Background: an optimization exercise with open tools, aiming at small area and a short achievable clock period. Do not read the settings as production practice. In this exercise RTL edits were held to simulation tests only and were not proved equivalent to the original. No activity file was given, so power comes from the tool's default toggle rates.

==> flow/design.v <==
`timescale 1ns/1ps
module alu(clk, rst_n, src1, src2, ALU_control, result, zero, cout, overflow);
input           clk;
input           rst_n;
input  [32-1:0] src1;
input  [32-1:0] src2;
input   [4-1:0] ALU_control;
output [32-1:0] result;
output          zero;
output          cout;
output          overflow;
reg [32-1:0] result;
reg          cout;
reg          overflow;
wire i_1 = ~ALU_control[1];
wire i_2 = ~ALU_control[0];
wire subn_3 = ~(ALU_control[2] & ALU_control[1]);
wire subn_4 = ~(ALU_control[2] & ALU_control[1]);
wire subn_5 = ~(ALU_control[2] & ALU_control[1]);
wire subn_6 = ~(ALU_control[2] & ALU_control[1]);
wire m_7 = ~(ALU_control[3] | ALU_control[0] | i_1);
wire i_8 = ~m_7;
wire slt_9 = ~(ALU_control[3] | i_2 | i_1);
wire i_10 = ~ALU_control[3];
wire kgn_11 = ~i_1;
wire x01_12 = (ALU_control[0] ^ ALU_control[1]);
wire kpn_13 = ~(x01_12 | ALU_control[3]);
wire xab_14 = ~(src1[0] ^ src2[0]);
wire pn_15 = ~(xab_14 ^ subn_3);
wire gn_16 = ~(src1[0] & pn_15);
wire y_17 = ~((gn_16 | kgn_11) & (pn_15 | kpn_13));
wire xab_18 = ~(src1[1] ^ src2[1]);
wire pn_19 = ~(xab_18 ^ subn_3);
wire gn_20 = ~(src1[1] & pn_19);
wire y_21 = ~((gn_20 | kgn_11) & (pn_19 | kpn_13));
wire xab_22 = ~(src1[2] ^ src2[2]);
wire pn_23 = ~(xab_22 ^ subn_3);
wire gn_24 = ~(src1[2] & pn_23);
wire y_25 = ~((gn_24 | kgn_11) & (pn_23 | kpn_13));
wire xab_26 = ~(src1[3] ^ src2[3]);
wire pn_27 = ~(xab_26 ^ subn_3);
wire gn_28 = ~(src1[3] & pn_27);
wire y_29 = ~((gn_28 | kgn_11) & (pn_27 | kpn_13));
wire xab_30 = ~(src1[4] ^ src2[4]);
wire pn_31 = ~(xab_30 ^ subn_3);
wire gn_32 = ~(src1[4] & pn_31);
wire y_33 = ~((gn_32 | kgn_11) & (pn_31 | kpn_13));
wire xab_34 = ~(src1[5] ^ src2[5]);
wire pn_35 = ~(xab_34 ^ subn_3);
wire gn_36 = ~(src1[5] & pn_35);
wire y_37 = ~((gn_36 | kgn_11) & (pn_35 | kpn_13));
wire xab_38 = ~(src1[6] ^ src2[6]);
wire pn_39 = ~(xab_38 ^ subn_3);
wire gn_40 = ~(src1[6] & pn_39);
wire y_41 = ~((gn_40 | kgn_11) & (pn_39 | kpn_13));
wire xab_42 = ~(src1[7] ^ src2[7]);
wire pn_43 = ~(xab_42 ^ subn_3);
wire gn_44 = ~(src1[7] & pn_43);
wire y_45 = ~((gn_44 | kgn_11) & (pn_43 | kpn_13));
wire xab_46 = ~(src1[8] ^ src2[8]);
wire pn_47 = ~(xab_46 ^ subn_4);
wire gn_48 = ~(src1[8] & pn_47);
wire y_49 = ~((gn_48 | kgn_11) & (pn_47 | kpn_13));
wire xab_50 = ~(src1[9] ^ src2[9]);
wire pn_51 = ~(xab_50 ^ subn_4);
wire gn_52 = ~(src1[9] & pn_51);
wire y_53 = ~((gn_52 | kgn_11) & (pn_51 | kpn_13));
wire xab_54 = ~(src1[10] ^ src2[10]);
wire pn_55 = ~(xab_54 ^ subn_4);
wire gn_56 = ~(src1[10] & pn_55);
wire y_57 = ~((gn_56 | kgn_11) & (pn_55 | kpn_13));
wire xab_58 = ~(src1[11] ^ src2[11]);
wire pn_59 = ~(xab_58 ^ subn_4);
wire gn_60 = ~(src1[11] & pn_59);
wire y_61 = ~((gn_60 | kgn_11) & (pn_59 | kpn_13));
wire xab_62 = ~(src1[12] ^ src2[12]);
wire pn_63 = ~(xab_62 ^ subn_4);
wire gn_64 = ~(src1[12] & pn_63);
wire y_65 = ~((gn_64 | kgn_11) & (pn_63 | kpn_13));
wire xab_66 = ~(src1[13] ^ src2[13]);
wire pn_67 = ~(xab_66 ^ subn_4);
wire gn_68 = ~(src1[13] & pn_67);
wire y_69 = ~((gn_68 | kgn_11) & (pn_67 | kpn_13));
wire xab_70 = ~(src1[14] ^ src2[14]);
wire pn_71 = ~(xab_70 ^ subn_4);
wire gn_72 = ~(src1[14] & pn_71);
wire y_73 = ~((gn_72 | kgn_11) & (pn_71 | kpn_13));
wire xab_74 = ~(src1[15] ^ src2[15]);
wire pn_75 = ~(xab_74 ^ subn_4);
wire gn_76 = ~(src1[15] & pn_75);
wire y_77 = ~((gn_76 | kgn_11) & (pn_75 | kpn_13));
wire xab_78 = ~(src1[16] ^ src2[16]);
wire pn_79 = ~(xab_78 ^ subn_5);
wire gn_80 = ~(src1[16] & pn_79);
wire y_81 = ~((gn_80 | kgn_11) & (pn_79 | kpn_13));
wire xab_82 = ~(src1[17] ^ src2[17]);
wire pn_83 = ~(xab_82 ^ subn_5);
wire gn_84 = ~(src1[17] & pn_83);
wire y_85 = ~((gn_84 | kgn_11) & (pn_83 | kpn_13));
wire xab_86 = ~(src1[18] ^ src2[18]);
wire pn_87 = ~(xab_86 ^ subn_5);
wire gn_88 = ~(src1[18] & pn_87);
wire y_89 = ~((gn_88 | kgn_11) & (pn_87 | kpn_13));
wire xab_90 = ~(src1[19] ^ src2[19]);
wire pn_91 = ~(xab_90 ^ subn_5);
wire gn_92 = ~(src1[19] & pn_91);
wire y_93 = ~((gn_92 | kgn_11) & (pn_91 | kpn_13));
wire xab_94 = ~(src1[20] ^ src2[20]);
wire pn_95 = ~(xab_94 ^ subn_5);
wire gn_96 = ~(src1[20] & pn_95);
wire y_97 = ~((gn_96 | kgn_11) & (pn_95 | kpn_13));
wire xab_98 = ~(src1[21] ^ src2[21]);
wire pn_99 = ~(xab_98 ^ subn_5);
wire gn_100 = ~(src1[21] & pn_99);
wire y_101 = ~((gn_100 | kgn_11) & (pn_99 | kpn_13));
wire xab_102 = ~(src1[22] ^ src2[22]);
wire pn_103 = ~(xab_102 ^ subn_5);
wire gn_104 = ~(src1[22] & pn_103);
wire y_105 = ~((gn_104 | kgn_11) & (pn_103 | kpn_13));
wire xab_106 = ~(src1[23] ^ src2[23]);
wire pn_107 = ~(xab_106 ^ subn_5);
wire gn_108 = ~(src1[23] & pn_107);
wire y_109 = ~((gn_108 | kgn_11) & (pn_107 | kpn_13));
wire xab_110 = ~(src1[24] ^ src2[24]);
wire pn_111 = ~(xab_110 ^ subn_6);
wire gn_112 = ~(src1[24] & pn_111);
wire y_113 = ~((gn_112 | kgn_11) & (pn_111 | kpn_13));
wire xab_114 = ~(src1[25] ^ src2[25]);
wire pn_115 = ~(xab_114 ^ subn_6);
wire gn_116 = ~(src1[25] & pn_115);
wire y_117 = ~((gn_116 | kgn_11) & (pn_115 | kpn_13));
wire xab_118 = ~(src1[26] ^ src2[26]);
wire pn_119 = ~(xab_118 ^ subn_6);
wire gn_120 = ~(src1[26] & pn_119);
wire y_121 = ~((gn_120 | kgn_11) & (pn_119 | kpn_13));
wire xab_122 = ~(src1[27] ^ src2[27]);
wire pn_123 = ~(xab_122 ^ subn_6);
wire gn_124 = ~(src1[27] & pn_123);
wire y_125 = ~((gn_124 | kgn_11) & (pn_123 | kpn_13));
wire xab_126 = ~(src1[28] ^ src2[28]);
wire pn_127 = ~(xab_126 ^ subn_6);
wire gn_128 = ~(src1[28] & pn_127);
wire y_129 = ~((gn_128 | kgn_11) & (pn_127 | kpn_13));
wire xab_130 = ~(src1[29] ^ src2[29]);
wire pn_131 = ~(xab_130 ^ subn_6);
wire gn_132 = ~(src1[29] & pn_131);
wire y_133 = ~((gn_132 | kgn_11) & (pn_131 | kpn_13));
wire xab_134 = ~(src1[30] ^ src2[30]);
wire pn_135 = ~(xab_134 ^ subn_6);
wire gn_136 = ~(src1[30] & pn_135);
wire y_137 = ~((gn_136 | kgn_11) & (pn_135 | kpn_13));
wire xab_138 = ~(src1[31] ^ src2[31]);
wire pn_139 = ~(xab_138 ^ subn_6);
wire gn_140 = ~(src1[31] & pn_139);
wire y_141 = ~((gn_140 | kgn_11) & (pn_139 | kpn_13));
wire G_142 = ~((pn_15 | subn_3) & gn_16);
wire i_143 = ~G_142;
wire G_144 = ~((pn_19 | i_143) & gn_20);
wire G_145 = ~((pn_27 | gn_24) & gn_28);
wire P_146 = ~(pn_27 | pn_23);
wire G_147 = ~((pn_35 | gn_32) & gn_36);
wire P_148 = ~(pn_35 | pn_31);
wire G_149 = ~((pn_43 | gn_40) & gn_44);
wire P_150 = ~(pn_43 | pn_39);
wire G_151 = ~((pn_51 | gn_48) & gn_52);
wire P_152 = ~(pn_51 | pn_47);
wire G_153 = ~((pn_59 | gn_56) & gn_60);
wire P_154 = ~(pn_59 | pn_55);
wire G_155 = ~((pn_67 | gn_64) & gn_68);
wire P_156 = ~(pn_67 | pn_63);
wire G_157 = ~((pn_75 | gn_72) & gn_76);
wire P_158 = ~(pn_75 | pn_71);
wire G_159 = ~((pn_83 | gn_80) & gn_84);
wire P_160 = ~(pn_83 | pn_79);
wire G_161 = ~((pn_91 | gn_88) & gn_92);
wire P_162 = ~(pn_91 | pn_87);
wire G_163 = ~((pn_99 | gn_96) & gn_100);
wire P_164 = ~(pn_99 | pn_95);
wire G_165 = ~((pn_107 | gn_104) & gn_108);
wire P_166 = ~(pn_107 | pn_103);
wire G_167 = ~((pn_115 | gn_112) & gn_116);
wire P_168 = ~(pn_115 | pn_111);
wire G_169 = ~((pn_123 | gn_120) & gn_124);
wire P_170 = ~(pn_123 | pn_119);
wire G_171 = ~((pn_131 | gn_128) & gn_132);
wire P_172 = ~(pn_131 | pn_127);
wire G_173 = ~((pn_139 | gn_136) & gn_140);
wire P_174 = ~(pn_139 | pn_135);
wire G_175 = ~((P_146 & G_144) | G_145);
wire G_176 = ~((P_150 & G_147) | G_149);
wire P_177 = ~(P_150 & P_148);
wire G_178 = ~((P_154 & G_151) | G_153);
wire P_179 = ~(P_154 & P_152);
wire G_180 = ~((P_158 & G_155) | G_157);
wire P_181 = ~(P_158 & P_156);
wire G_182 = ~((P_162 & G_159) | G_161);
wire P_183 = ~(P_162 & P_160);
wire G_184 = ~((P_166 & G_163) | G_165);
wire P_185 = ~(P_166 & P_164);
wire G_186 = ~((P_170 & G_167) | G_169);
wire P_187 = ~(P_170 & P_168);
wire G_188 = ~((P_174 & G_171) | G_173);
wire P_189 = ~(P_174 & P_172);
wire G_190 = ~((P_177 | G_175) & G_176);
wire G_191 = ~((P_181 | G_178) & G_180);
wire P_192 = ~(P_181 | P_179);
wire G_193 = ~((P_185 | G_182) & G_184);
wire P_194 = ~(P_185 | P_183);
wire G_195 = ~((P_189 | G_186) & G_188);
wire P_196 = ~(P_189 | P_187);
wire G_197 = ~((P_192 & G_190) | G_191);
wire G_198 = ~((P_196 & G_193) | G_195);
wire P_199 = ~(P_196 & P_194);
wire G_200 = ~((P_199 | G_197) & G_198);
wire i_201 = ~G_197;
wire G_202 = ~((P_194 & i_201) | G_193);
wire i_203 = ~G_190;
wire G_204 = ~((P_179 | i_203) & G_178);
wire G_205 = ~((P_183 | G_197) & G_182);
wire G_206 = ~((P_187 | G_202) & G_186);
wire i_207 = ~G_175;
wire G_208 = ~((P_148 & i_207) | G_147);
wire G_209 = ~((P_152 & G_190) | G_151);
wire G_210 = ~((P_156 & G_204) | G_155);
wire G_211 = ~((P_160 & i_201) | G_159);
wire G_212 = ~((P_164 & G_205) | G_163);
wire i_213 = ~G_202;
wire G_214 = ~((P_168 & i_213) | G_167);
wire G_215 = ~((P_172 & G_206) | G_171);
wire i_216 = ~G_144;
wire G_217 = ~((pn_23 | i_216) & gn_24);
wire G_218 = ~((pn_31 | G_175) & gn_32);
wire G_219 = ~((pn_39 | G_208) & gn_40);
wire G_220 = ~((pn_47 | i_203) & gn_48);
wire G_221 = ~((pn_55 | G_209) & gn_56);
wire i_222 = ~G_204;
wire G_223 = ~((pn_63 | i_222) & gn_64);
wire G_224 = ~((pn_71 | G_210) & gn_72);
wire G_225 = ~((pn_79 | G_197) & gn_80);
wire G_226 = ~((pn_87 | G_211) & gn_88);
wire i_227 = ~G_205;
wire G_228 = ~((pn_95 | i_227) & gn_96);
wire G_229 = ~((pn_103 | G_212) & gn_104);
wire G_230 = ~((pn_111 | G_202) & gn_112);
wire G_231 = ~((pn_119 | G_214) & gn_120);
wire i_232 = ~G_206;
wire G_233 = ~((pn_127 | i_232) & gn_128);
wire G_234 = ~((pn_135 | G_215) & gn_136);
wire cm_235 = ~((subn_3 | i_8) & i_10);
wire r_236 = (y_17 ^ cm_235);
wire cmn_237 = ~((G_142 & m_7) | ALU_control[3]);
wire r_238 = ~(y_21 ^ cmn_237);
wire cmn_239 = ~((G_144 & m_7) | ALU_control[3]);
wire r_240 = ~(y_25 ^ cmn_239);
wire cmn_241 = ~((G_217 & m_7) | ALU_control[3]);
wire r_242 = ~(y_29 ^ cmn_241);
wire cm_243 = ~((G_175 | i_8) & i_10);
wire r_244 = (y_33 ^ cm_243);
wire cmn_245 = ~((G_218 & m_7) | ALU_control[3]);
wire r_246 = ~(y_37 ^ cmn_245);
wire cm_247 = ~((G_208 | i_8) & i_10);
wire r_248 = (y_41 ^ cm_247);
wire cmn_249 = ~((G_219 & m_7) | ALU_control[3]);
wire r_250 = ~(y_45 ^ cmn_249);
wire cmn_251 = ~((G_190 & m_7) | ALU_control[3]);
wire r_252 = ~(y_49 ^ cmn_251);
wire cmn_253 = ~((G_220 & m_7) | ALU_control[3]);
wire r_254 = ~(y_53 ^ cmn_253);
wire cm_255 = ~((G_209 | i_8) & i_10);
wire r_256 = (y_57 ^ cm_255);
wire cmn_257 = ~((G_221 & m_7) | ALU_control[3]);
wire r_258 = ~(y_61 ^ cmn_257);
wire cmn_259 = ~((G_204 & m_7) | ALU_control[3]);
wire r_260 = ~(y_65 ^ cmn_259);
wire cmn_261 = ~((G_223 & m_7) | ALU_control[3]);
wire r_262 = ~(y_69 ^ cmn_261);
wire cm_263 = ~((G_210 | i_8) & i_10);
wire r_264 = (y_73 ^ cm_263);
wire cmn_265 = ~((G_224 & m_7) | ALU_control[3]);
wire r_266 = ~(y_77 ^ cmn_265);
wire cm_267 = ~((G_197 | i_8) & i_10);
wire r_268 = (y_81 ^ cm_267);
wire cmn_269 = ~((G_225 & m_7) | ALU_control[3]);
wire r_270 = ~(y_85 ^ cmn_269);
wire cm_271 = ~((G_211 | i_8) & i_10);
wire r_272 = (y_89 ^ cm_271);
wire cmn_273 = ~((G_226 & m_7) | ALU_control[3]);
wire r_274 = ~(y_93 ^ cmn_273);
wire cmn_275 = ~((G_205 & m_7) | ALU_control[3]);
wire r_276 = ~(y_97 ^ cmn_275);
wire cmn_277 = ~((G_228 & m_7) | ALU_control[3]);
wire r_278 = ~(y_101 ^ cmn_277);
wire cm_279 = ~((G_212 | i_8) & i_10);
wire r_280 = (y_105 ^ cm_279);
wire cmn_281 = ~((G_229 & m_7) | ALU_control[3]);
wire r_282 = ~(y_109 ^ cmn_281);
wire cm_283 = ~((G_202 | i_8) & i_10);
wire r_284 = (y_113 ^ cm_283);
wire cmn_285 = ~((G_230 & m_7) | ALU_control[3]);
wire r_286 = ~(y_117 ^ cmn_285);
wire cm_287 = ~((G_214 | i_8) & i_10);
wire r_288 = (y_121 ^ cm_287);
wire cmn_289 = ~((G_231 & m_7) | ALU_control[3]);
wire r_290 = ~(y_125 ^ cmn_289);
wire cmn_291 = ~((G_206 & m_7) | ALU_control[3]);
wire r_292 = ~(y_129 ^ cmn_291);
wire cmn_293 = ~((G_233 & m_7) | ALU_control[3]);
wire r_294 = ~(y_133 ^ cmn_293);
wire cm_295 = ~((G_215 | i_8) & i_10);
wire r_296 = (y_137 ^ cm_295);
wire cmn_297 = ~((G_234 & m_7) | ALU_control[3]);
wire r_298 = ~(y_141 ^ cmn_297);
wire i_299 = ~pn_139;
wire e0_300 = ~((slt_9 & i_299) | r_236);
wire e1_301 = ~((slt_9 & pn_139) | r_236);
wire r0_302 = ~(G_234 ? e1_301 : e0_300);
wire co_303 = (m_7 & G_200);
wire ovx_304 = (G_234 ^ G_200);
wire ov_305 = (m_7 & ovx_304);
wire z_306 = ~(result[0] | result[1] | result[2] | result[3]);
wire z_307 = ~(result[4] | result[5] | result[6] | result[7]);
wire z_308 = ~(result[8] | result[9] | result[10] | result[11]);
wire z_309 = ~(result[12] | result[13] | result[14] | result[15]);
wire z_310 = ~(result[16] | result[17] | result[18] | result[19]);
wire z_311 = ~(result[20] | result[21] | result[22] | result[23]);
wire z_312 = ~(result[24] | result[25] | result[26] | result[27]);
wire z_313 = ~(result[28] | result[29] | result[30] | result[31]);
wire zn_314 = ~(z_306 & z_307 & z_308 & z_309);
wire zn_315 = ~(z_310 & z_311 & z_312 & z_313);
wire zero_316 = ~(zn_314 | zn_315);
wire [31:0] next_result = {r_298, r_296, r_294, r_292, r_290, r_288, r_286, r_284, r_282, r_280, r_278, r_276, r_274, r_272, r_270, r_268, r_266, r_264, r_262, r_260, r_258, r_256, r_254, r_252, r_250, r_248, r_246, r_244, r_242, r_240, r_238, r0_302};
always @(posedge clk or negedge rst_n)
    if (!rst_n) begin
        result   <= 32'b0;
        cout     <= 1'b0;
        overflow <= 1'b0;
    end else begin
        result   <= next_result;
        cout     <= co_303;
        overflow <= ov_305;
    end
assign zero = zero_316;
endmodule
==> flow/flow/run.sh <==
#!/bin/bash
# Layout flow: the standard ORFS flow (standard.sh), with these changes:
#  - synthesis takes flow/netlist.v, a hand-mapped netlist of the same circuit as rtl/
#    (generated with it by gen/hgen.py; registers named as Yosys names them);
#  - full/half adder cells are not used (flow/dont_use.txt adds them to the don't-use list);
#  - ports are buffered with sky130_fd_sc_hd__buf_1;
#  - timing repair aims at a setup margin.
# make's output goes to flow_make.log here; each ORFS step logs under orfs/logs.
set -euo pipefail
HERE=$(pwd)
DU="$(tr '\n' ' ' < "$HERE/flow/dont_use.txt")"
bash standard.sh \
  "SYNTH_NETLIST_FILES=$HERE/flow/netlist.v" \
  "DONT_USE_CELLS=$DU" \
  "BUFFER_PORTS_ARGS=-buffer_cell sky130_fd_sc_hd__buf_1" \
  "SETUP_SLACK_MARGIN=17.5"  \
  finish > "$HERE/flow_make.log" 2>&1
==> flow/flow/dont_use.txt <==
sky130_fd_sc_hd__probe_p_8
sky130_fd_sc_hd__probec_p_8
sky130_fd_sc_hd__lpflow_bleeder_1
sky130_fd_sc_hd__lpflow_clkbufkapwr_1
sky130_fd_sc_hd__lpflow_clkbufkapwr_16
sky130_fd_sc_hd__lpflow_clkbufkapwr_2
sky130_fd_sc_hd__lpflow_clkbufkapwr_4
sky130_fd_sc_hd__lpflow_clkbufkapwr_8
sky130_fd_sc_hd__lpflow_clkinvkapwr_1
sky130_fd_sc_hd__lpflow_clkinvkapwr_16
sky130_fd_sc_hd__lpflow_clkinvkapwr_2
sky130_fd_sc_hd__lpflow_clkinvkapwr_4
sky130_fd_sc_hd__lpflow_clkinvkapwr_8
sky130_fd_sc_hd__lpflow_decapkapwr_12
sky130_fd_sc_hd__lpflow_decapkapwr_3
sky130_fd_sc_hd__lpflow_decapkapwr_4
sky130_fd_sc_hd__lpflow_decapkapwr_6
sky130_fd_sc_hd__lpflow_decapkapwr_8
sky130_fd_sc_hd__lpflow_inputiso0n_1
sky130_fd_sc_hd__lpflow_inputiso0p_1
sky130_fd_sc_hd__lpflow_inputiso1n_1
sky130_fd_sc_hd__lpflow_inputiso1p_1
sky130_fd_sc_hd__lpflow_inputisolatch_1
sky130_fd_sc_hd__lpflow_isobufsrc_1
sky130_fd_sc_hd__lpflow_isobufsrc_16
sky130_fd_sc_hd__lpflow_isobufsrc_2
sky130_fd_sc_hd__lpflow_isobufsrc_4
sky130_fd_sc_hd__lpflow_isobufsrc_8
sky130_fd_sc_hd__lpflow_isobufsrckapwr_16
sky130_fd_sc_hd__lpflow_lsbuf_lh_hl_isowell_tap_1
sky130_fd_sc_hd__lpflow_lsbuf_lh_hl_isowell_tap_2
sky130_fd_sc_hd__lpflow_lsbuf_lh_hl_isowell_tap_4
sky130_fd_sc_hd__lpflow_lsbuf_lh_isowell_4
sky130_fd_sc_hd__lpflow_lsbuf_lh_isowell_tap_1
sky130_fd_sc_hd__lpflow_lsbuf_lh_isowell_tap_2
sky130_fd_sc_hd__lpflow_lsbuf_lh_isowell_tap_4
sky130_fd_sc_hd__fa_1
sky130_fd_sc_hd__fa_2
sky130_fd_sc_hd__fa_4
sky130_fd_sc_hd__fah_1
sky130_fd_sc_hd__fahcin_1
sky130_fd_sc_hd__fahcon_1
sky130_fd_sc_hd__ha_1
sky130_fd_sc_hd__ha_2
sky130_fd_sc_hd__ha_4
==> flow/standard.sh <==
#!/bin/bash
# synth_recipe.tcl (not shown) runs the flow's synth.tcl, then flattens the netlist and writes it again
# the make line also repeats each setting of config.mk as NAME=value (left out here)
make -C /OpenROAD-flow-scripts/flow DESIGN_CONFIG=/design/flow/config.mk WORK_HOME=/design/flow/orfs CLKGATE_MAP_FILE= SYNTH_SCRIPT=/design/flow/synth_recipe.tcl "${@:-finish}"
==> flow/config.mk <==
export PLATFORM = sky130hd
export DESIGN_NAME = alu
export DESIGN_NICKNAME = alu
export VERILOG_FILES = /design/flow/design.v
export SDC_FILE = /design/flow/constraint.sdc
export NUM_CORES = 8
export LEC_CHECK = 0
export CAP_MARGIN = 20
export CORE_MARGIN = 2
export CORE_UTILIZATION = 40
export SLEW_MARGIN = 20
==> flow/constraint.sdc <==
create_clock -name core_clock -period 25.0 [get_ports {clk}]
set_input_delay 5.0000 -clock core_clock [delete_from_list [all_inputs] [get_ports {clk}]]
set_output_delay 5.0000 -clock core_clock [all_outputs]
set_load 0.01 [all_outputs]
Not shown: flow/flow/netlist.v
==> results.yml, run 1 <==
outcome:
  status: "no timing/DRC/antenna violations"
floorplan:
  core_um2: 6719
  dieHeight_um: 87.09
  tap_cells: 80
cells_and_area:
  num-clock-buffers: 7
  area_growth_pct: 24.83
  inverters: 15
  regMostFlops: "result"
  num-nets-final: 535
  regArea_um2: 850.8
  top_regs: "result: 32 flops, cout: 1 flops, overflow: 1 flops"
  seq_share: 0.2468
  layout_common_cells: "buf_1 (101), xnor2_1 (82), o21ai_1 (47)"
  fillers: 689
route:
  drtIter0Drc: 86
  routed_wl_um: 7406
  top_layer_used: "met4"
  viasPerCell: 5.101
  drcViolationCount: 0
  wl_per_cell_um: 13.56
  final_antenna_net_count: 0
critical_path:
  cp-startpoint: "ALU_control[1]"
  critPathMaxFanout: 10
  cpMaxStageDelayCell: "a21oi_2"
  crit_buf_inv: 3
  crit_path_start_kind: "input pin"
  crit_path_end: "overflow"
clock_network:
  ctsHoldBuffers: 0
  ctsResizeCount: 5
  post_cts_buffers: 1
global_routing:
  grtUsageMet2: 0.3574
timing:
  fmax_ghz: 0.1378
  post-route-period-util: 0.2903
flow_run:
  drv_cap: 0
power_and_ir_drop:
  comb_power_mw: 0.0969
  power.switching_mw: 0.08627
  power_leader: "combinational logic"
  clockPowerShare: 0.197
  p_sw_frac: 0.4013
logic_synthesis:
  ys_warn_count: 0
place:
  place.gp.congestion: 0.8047
==> run 2, diff against run 1 <==
--- a/flow/design.v
+++ b/flow/design.v
@@ -314,20 +314,23 @@
 wire e0_300 = ~((slt_9 & i_299) | r_236);
 wire e1_301 = ~((slt_9 & pn_139) | r_236);
 wire r0_302 = ~(G_234 ? e1_301 : e0_300);
-wire co_303 = (m_7 & G_200);
-wire ovx_304 = (G_234 ^ G_200);
-wire ov_305 = (m_7 & ovx_304);
-wire z_306 = ~(result[0] | result[1] | result[2] | result[3]);
-wire z_307 = ~(result[4] | result[5] | result[6] | result[7]);
-wire z_308 = ~(result[8] | result[9] | result[10] | result[11]);
-wire z_309 = ~(result[12] | result[13] | result[14] | result[15]);
-wire z_310 = ~(result[16] | result[17] | result[18] | result[19]);
-wire z_311 = ~(result[20] | result[21] | result[22] | result[23]);
-wire z_312 = ~(result[24] | result[25] | result[26] | result[27]);
-wire z_313 = ~(result[28] | result[29] | result[30] | result[31]);
-wire zn_314 = ~(z_306 & z_307 & z_308 & z_309);
-wire zn_315 = ~(z_310 & z_311 & z_312 & z_313);
-wire zero_316 = ~(zn_314 | zn_315);
+wire coa0_303 = (gn_140 | ~m_7);
+wire ova1_304 = ~(m_7 & gn_140 & pn_139);
+wire t31_305 = ~(gn_140 & pn_139);
+wire coa1_306 = ~(m_7 & t31_305);
+wire co_307 = ~(G_234 ? coa1_306 : coa0_303);
+wire ov_308 = ~(G_234 ? ova1_304 : coa0_303);
+wire z_309 = ~(result[0] | result[1] | result[2] | result[3]);
+wire z_310 = ~(result[4] | result[5] | result[6] | result[7]);
+wire z_311 = ~(result[8] | result[9] | result[10] | result[11]);
+wire z_312 = ~(result[12] | result[13] | result[14] | result[15]);
+wire z_313 = ~(result[16] | result[17] | result[18] | result[19]);
+wire z_314 = ~(result[20] | result[21] | result[22] | result[23]);
+wire z_315 = ~(result[24] | result[25] | result[26] | result[27]);
+wire z_316 = ~(result[28] | result[29] | result[30] | result[31]);
+wire zn_317 = ~(z_309 & z_310 & z_311 & z_312);
+wire zn_318 = ~(z_313 & z_314 & z_315 & z_316);
+wire zero_319 = ~(zn_317 | zn_318);
 wire [31:0] next_result = {r_298, r_296, r_294, r_292, r_290, r_288, r_286, r_284, r_282, r_280, r_278, r_276, r_274, r_272, r_270, r_268, r_266, r_264, r_262, r_260, r_258, r_256, r_254, r_252, r_250, r_248, r_246, r_244, r_242, r_240, r_238, r0_302};
 always @(posedge clk or negedge rst_n)
     if (!rst_n) begin
@@ -336,8 +339,8 @@
         overflow <= 1'b0;
     end else begin
         result   <= next_result;
-        cout     <= co_303;
-        overflow <= ov_305;
+        cout     <= co_307;
+        overflow <= ov_308;
     end
-assign zero = zero_316;
+assign zero = zero_319;
 endmodule
--- a/flow/flow/netlist.v
+++ b/flow/flow/netlist.v
@@ -310,19 +310,22 @@
   wire e0_300;
   wire e1_301;
   wire r0_302;
-  wire co_303;
-  wire ovx_304;
-  wire ov_305;
-  wire z_306;
-  wire z_307;
-  wire z_308;
+  wire coa0_303;
+  wire ova1_304;
+  wire t31_305;
+  wire coa1_306;
+  wire co_307;
+  wire ov_308;
   wire z_309;
   wire z_310;
   wire z_311;
   wire z_312;
   wire z_313;
-  wire zn_314;
-  wire zn_315;
+  wire z_314;
+  wire z_315;
+  wire z_316;
+  wire zn_317;
+  wire zn_318;
   sky130_fd_sc_hd__inv_1 u0 (.A(ALU_control[1]), .Y(i_1));
   sky130_fd_sc_hd__inv_1 u1 (.A(ALU_control[0]), .Y(i_2));
   sky130_fd_sc_hd__nand2_1 u2 (.A(ALU_control[2]), .B(ALU_control[1]), .Y(subn_3));
@@ -625,22 +628,25 @@
   sky130_fd_sc_hd__a21oi_1 u299 (.A1(slt_9), .A2(i_299), .B1(r_236), .Y(e0_300));
   sky130_fd_sc_hd__a21oi_1 u300 (.A1(slt_9), .A2(pn_139), .B1(r_236), .Y(e1_301));
   sky130_fd_sc_hd__mux2i_1 u301 (.A0(e0_300), .A1(e1_301), .S(G_234), .Y(r0_302));
-  sky130_fd_sc_hd__and2_1 u302 (.A(m_7), .B(G_200), .X(co_303));
-  sky130_fd_sc_hd__xor2_1 u303 (.A(G_234), .B(G_200), .X(ovx_304));
-  sky130_fd_sc_hd__and2_1 u304 (.A(m_7), .B(ovx_304), .X(ov_305));
-  sky130_fd_sc_hd__nor4_1 u305 (.A(result[0]), .B(result[1]), .C(result[2]), .D(result[3]), .Y(z_306));
-  sky130_fd_sc_hd__nor4_1 u306 (.A(result[4]), .B(result[5]), .C(result[6]), .D(result[7]), .Y(z_307));
-  sky130_fd_sc_hd__nor4_1 u307 (.A(result[8]), .B(result[9]), .C(result[10]), .D(result[11]), .Y(z_308));
-  sky130_fd_sc_hd__nor4_1 u308 (.A(result[12]), .B(result[13]), .C(result[14]), .D(result[15]), .Y(z_309));
-  sky130_fd_sc_hd__nor4_1 u309 (.A(result[16]), .B(result[17]), .C(result[18]), .D(result[19]), .Y(z_310));
-  sky130_fd_sc_hd__nor4_1 u310 (.A(result[20]), .B(result[21]), .C(result[22]), .D(result[23]), .Y(z_311));
-  sky130_fd_sc_hd__nor4_1 u311 (.A(result[24]), .B(result[25]), .C(result[26]), .D(result[27]), .Y(z_312));
-  sky130_fd_sc_hd__nor4_1 u312 (.A(result[28]), .B(result[29]), .C(result[30]), .D(result[31]), .Y(z_313));
-  sky130_fd_sc_hd__nand4_1 u313 (.A(z_306), .B(z_307), .C(z_308), .D(z_309), .Y(zn_314));
-  sky130_fd_sc_hd__nand4_1 u314 (.A(z_310), .B(z_311), .C(z_312), .D(z_313), .Y(zn_315));
-  sky130_fd_sc_hd__nor2_1 u315 (.A(zn_314), .B(zn_315), .Y(zero));
-  sky130_fd_sc_hd__dfrtp_1 \cout$_DFF_PN0_  (.CLK(clk), .D(co_303), .Q(cout), .RESET_B(rst_n));
-  sky130_fd_sc_hd__dfrtp_1 \overflow$_DFF_PN0_  (.CLK(clk), .D(ov_305), .Q(overflow), .RESET_B(rst_n));
+  sky130_fd_sc_hd__nand2b_1 u302 (.A_N(gn_140), .B(m_7), .Y(coa0_303));
+  sky130_fd_sc_hd__nand3_1 u303 (.A(m_7), .B(gn_140), .C(pn_139), .Y(ova1_304));
+  sky130_fd_sc_hd__nand2_1 u304 (.A(gn_140), .B(pn_139), .Y(t31_305));
+  sky130_fd_sc_hd__nand2_1 u305 (.A(m_7), .B(t31_305), .Y(coa1_306));
+  sky130_fd_sc_hd__mux2i_1 u306 (.A0(coa0_303), .A1(coa1_306), .S(G_234), .Y(co_307));
+  sky130_fd_sc_hd__mux2i_1 u307 (.A0(coa0_303), .A1(ova1_304), .S(G_234), .Y(ov_308));
+  sky130_fd_sc_hd__nor4_1 u308 (.A(result[0]), .B(result[1]), .C(result[2]), .D(result[3]), .Y(z_309));
+  sky130_fd_sc_hd__nor4_1 u309 (.A(result[4]), .B(result[5]), .C(result[6]), .D(result[7]), .Y(z_310));
+  sky130_fd_sc_hd__nor4_1 u310 (.A(result[8]), .B(result[9]), .C(result[10]), .D(result[11]), .Y(z_311));
+  sky130_fd_sc_hd__nor4_1 u311 (.A(result[12]), .B(result[13]), .C(result[14]), .D(result[15]), .Y(z_312));
+  sky130_fd_sc_hd__nor4_1 u312 (.A(result[16]), .B(result[17]), .C(result[18]), .D(result[19]), .Y(z_313));
+  sky130_fd_sc_hd__nor4_1 u313 (.A(result[20]), .B(result[21]), .C(result[22]), .D(result[23]), .Y(z_314));
+  sky130_fd_sc_hd__nor4_1 u314 (.A(result[24]), .B(result[25]), .C(result[26]), .D(result[27]), .Y(z_315));
+  sky130_fd_sc_hd__nor4_1 u315 (.A(result[28]), .B(result[29]), .C(result[30]), .D(result[31]), .Y(z_316));
+  sky130_fd_sc_hd__nand4_1 u316 (.A(z_309), .B(z_310), .C(z_311), .D(z_312), .Y(zn_317));
+  sky130_fd_sc_hd__nand4_1 u317 (.A(z_313), .B(z_314), .C(z_315), .D(z_316), .Y(zn_318));
+  sky130_fd_sc_hd__nor2_1 u318 (.A(zn_317), .B(zn_318), .Y(zero));
+  sky130_fd_sc_hd__dfrtp_1 \cout$_DFF_PN0_  (.CLK(clk), .D(co_307), .Q(cout), .RESET_B(rst_n));
+  sky130_fd_sc_hd__dfrtp_1 \overflow$_DFF_PN0_  (.CLK(clk), .D(ov_308), .Q(overflow), .RESET_B(rst_n));
   sky130_fd_sc_hd__dfrtp_1 \result[0]$_DFF_PN0_  (.CLK(clk), .D(r0_302), .Q(result[0]), .RESET_B(rst_n));
   sky130_fd_sc_hd__dfrtp_1 \result[1]$_DFF_PN0_  (.CLK(clk), .D(r_238), .Q(result[1]), .RESET_B(rst_n));
   sky130_fd_sc_hd__dfrtp_1 \result[2]$_DFF_PN0_  (.CLK(clk), .D(r_240), .Q(result[2]), .RESET_B(rst_n));
==> run 2 against run 1 <==
  * Still clean on timing, DRC and antenna
  * First-iteration DRC count rose by 20%
  * Critical path depth did not move
  * Non-clock buffer count unchanged
  * Synthesized cell count fell by 1.7%
  * Power shrank 3.5%
  * Utilization fell by 0.61 points
  * Maximum frequency up 0.34%
  * Combinational power decreased by 2.3%
  * Global-route usage fell by 0.34 points
  * Critical path type unchanged
  * Highest routed layer unchanged
==> results.yml, run 2 <==
clock_network:
  cts_max_level: 2
  cts.path.max_buffers: 2
  cts_buffers: 5
  cts_sinks: 34
  clkTransAtPathRegs_ns: 0.07
  cts_root_buf: "clkbuf_8"
  ctsHoldBuffers: 0
  cts_tree: "done"
critical_path:
  critPathMaxFanout: 10
  crit_type: "input pin to register"
  crit_buf_inv: 3
  cp-end-kind: "register"
  crit_path_start_kind: "input pin"
  cpMaxStageDelayCell: "a21oi_2"
  critPathTopFamily: "compound AO/OA/AOI/OAI gates"
  cp-startpoint: "ALU_control[1]"
  crit_chain: "buf_2, nand2_4, xnor2_2, nand2_1, o21ai_1, inv_1, o21ai_1, a21oi_2, o21ai_2, a21oi_2, inv_1, a21oi_2, o21ai_2, a21oi_2, o21ai_4, a21oi_1, xnor2_1"
  max_stage_delay_ns: 0.24
  timing.critical_path.mode_cell: "a21oi_2"
  required_ns: 25.21
  worstPathArrival_ns: 7.44
timing:
  relSlewSlack: 0.2765
  drv_slew: 0
  worst_pin_slew_ns: 1.084
  fmax_ghz: 0.1383
  period_minus_slack_ns: 7.232
  rsz0062_at_grt: "no"
  tns_ns: 0
  post-route-period-util: 0.2893
  setup_viol: 0
  holdWs_ns: 4.809
  hold_violations: 0
cells_and_area:
  layout_common_cells: "buf_1 (101), xnor2_1 (83), o21ai_1 (45)"
  largest_reg_flops: 32
  regMostFlops: "result"
  final_util: 0.5069
  top_regs: "result: 32 flops, cout: 1 flops, overflow: 1 flops"
  antenna_cells: 0
  num-nets-final: 529
  fillers: 706
  multi_input_comb_area_um2: 1898
  fin_area_um2: 3406
  drive_gt1_frac: 0.05447
  regArea_um2: 850.8
  area_growth_pct: 24.35
  layout_commonest_cell: "buf_1"
global_routing:
  grt_start_max_net_pins: 35
  grt_first_pass_wirelength_um: 11460
  grt_antenna_before_repair: 0
  overflow: 0
  grt_pass1_vias: 2542
  grt_use_total: 0.1908
power_and_ir_drop:
  p_total_mw: 0.2074
  leakage_nw: 1.234
  vdd_drop_max_mv: 0.02088
  powerDensity_nw_per_um2: 60.91
outcome:
  status: "no timing/DRC/antenna violations"
floorplan:
  initial_utilization: 0.4076
  num_rows: 30
  core_um2: 6719
  ioPinCount: 105
  dieHeight_um: 86.75
  dieWidth_um: 86.75
  dieArea_um2: 7525
logic_synthesis:
  syn_avg_cell_area_um2: 7.962
  syn_area_um2: 2739
  synth_nets: 414
  synthCells: 344
  ys_warn_count: 0
route:
  routed_wl_um: 7110
  drtIter0Drc: 103
  drcViolationCount: 0
  final_antenna_net_count: 0
  vias: 2818
  viasPerCell: 5.228
  firstDrtPassIters: 4
  wl_per_cell_um: 13.19
place:
  place.gp.congestion: 0.7775
  io_buffers: 104
  dpl-instance-area_um2: 3274
  hpwl_um: 5347
min_path:
  hp-class: "input pin to asynchronous set/reset pin"
flow_run:
  drv_cap: 0
-- run 2: changes by cell type in the layout (fill, tap and decap cells not counted), sizes merged --
cell,change
nor2,-2
nand2b,+1
a21oi,-2
nand3,+1
mux2i,+2
o21ai,-3
xor2,-1
clkinv,-1
and2,-2
-- run 2: how the worst max path moves through the flow --
stage	endpoint	slack, ns	cells past startpoint
3_3_place_gp	result[31]	16.94	17
4_1_cts	result[31]	17.57	17
6_report	result[31]	17.77	17
5_1_grt	result[31]	17.50	17
3_5_place_dp	result[31]	16.81	17
2_1_floorplan	result[0]	17.54	6
-- run 2: cell type report --
cell class	count	share of cell area
Timing Repair Buffer	108	0.1245
Multi-Input combinational cell	295	0.5573
Inverter	15	0.01653
Sequential cell	34	0.2498
Clock buffer	7	0.02241
Tap cell	80	0.02939
-- run 2: report_power, final --
group          internal [mW]  leakage (nW)  total [mW]  switching (mW)
clock                 0.0191        0.0383      0.0368          0.0177
sequential            0.0680         0.400      0.0759         0.00795
combinational         0.0380         0.796      0.0947          0.0567
-- run 2: routing by layer --
| metal | vias to the layer above | track usage | part of all wire |
|---|---|---|---|
| li1 | 1441 | - | - |
| met1 | 1287 | 0.2272 | 0.44 |
| met2 | 79 | 0.3476 | 0.50 |
| met3 | 11 | 0.02571 | 0.042 |
| met4 | 0 | 0.06960 | 0.020 |
| met5 | - | 0 | 0 |
-- run 2: repair_timing --
item                                   CTS  global route
setup endpoints to repair                9             7
buffers inserted                         0             1
pin swaps                                0             2
resized for setup                        7             5
endpoints found under the hold margin    0             0
-- run 2: per-stage QoR --
step | cells | setup WS [ns]
2_1_floorplan | 344 | 17.54
4_1_cts | 538 | 17.57
5_1_grt | 539 | 17.50
3_3_place_gp | 531 | 16.94
3_5_place_dp | 531 | 16.81
6_report | 539 | 17.77

what the ideal ports hide:
How much do the figures lean on ideal ports? The routed layouts below were timed once more, with nothing changed but the port constraints. Step 1 (the two cells are an assumption about what drives the block):
set clk [get_ports {clk}]
set_driving_cell -lib_cell sky130_fd_sc_hd__clkbuf_16 $clk
set_driving_cell -lib_cell sky130_fd_sc_hd__buf_2 [delete_from_list [all_inputs] $clk]
Step 2 times the ports against the registers' clock, not the clock port: input delays grow and output delays shrink by t, the midpoint of the rising clock arrivals with the driver on. Slacks: ideal ports / drivers / drivers and shift; pairs: ideal ports / drivers.
run | t (ns) | setup WS [ns] | worst slew at a driven data input, ns
run 1 | 0.310 | 17.744 / 17.749 / 17.438 | 0.03
run 2 | 0.308 | 17.768 / 17.777 / 17.468 | 0.03
After both steps setup and hold are still met in every run listed. The setup slack of run 1, which loses most, moves by +0.005 ns with the drivers and by -0.306 ns with both steps.
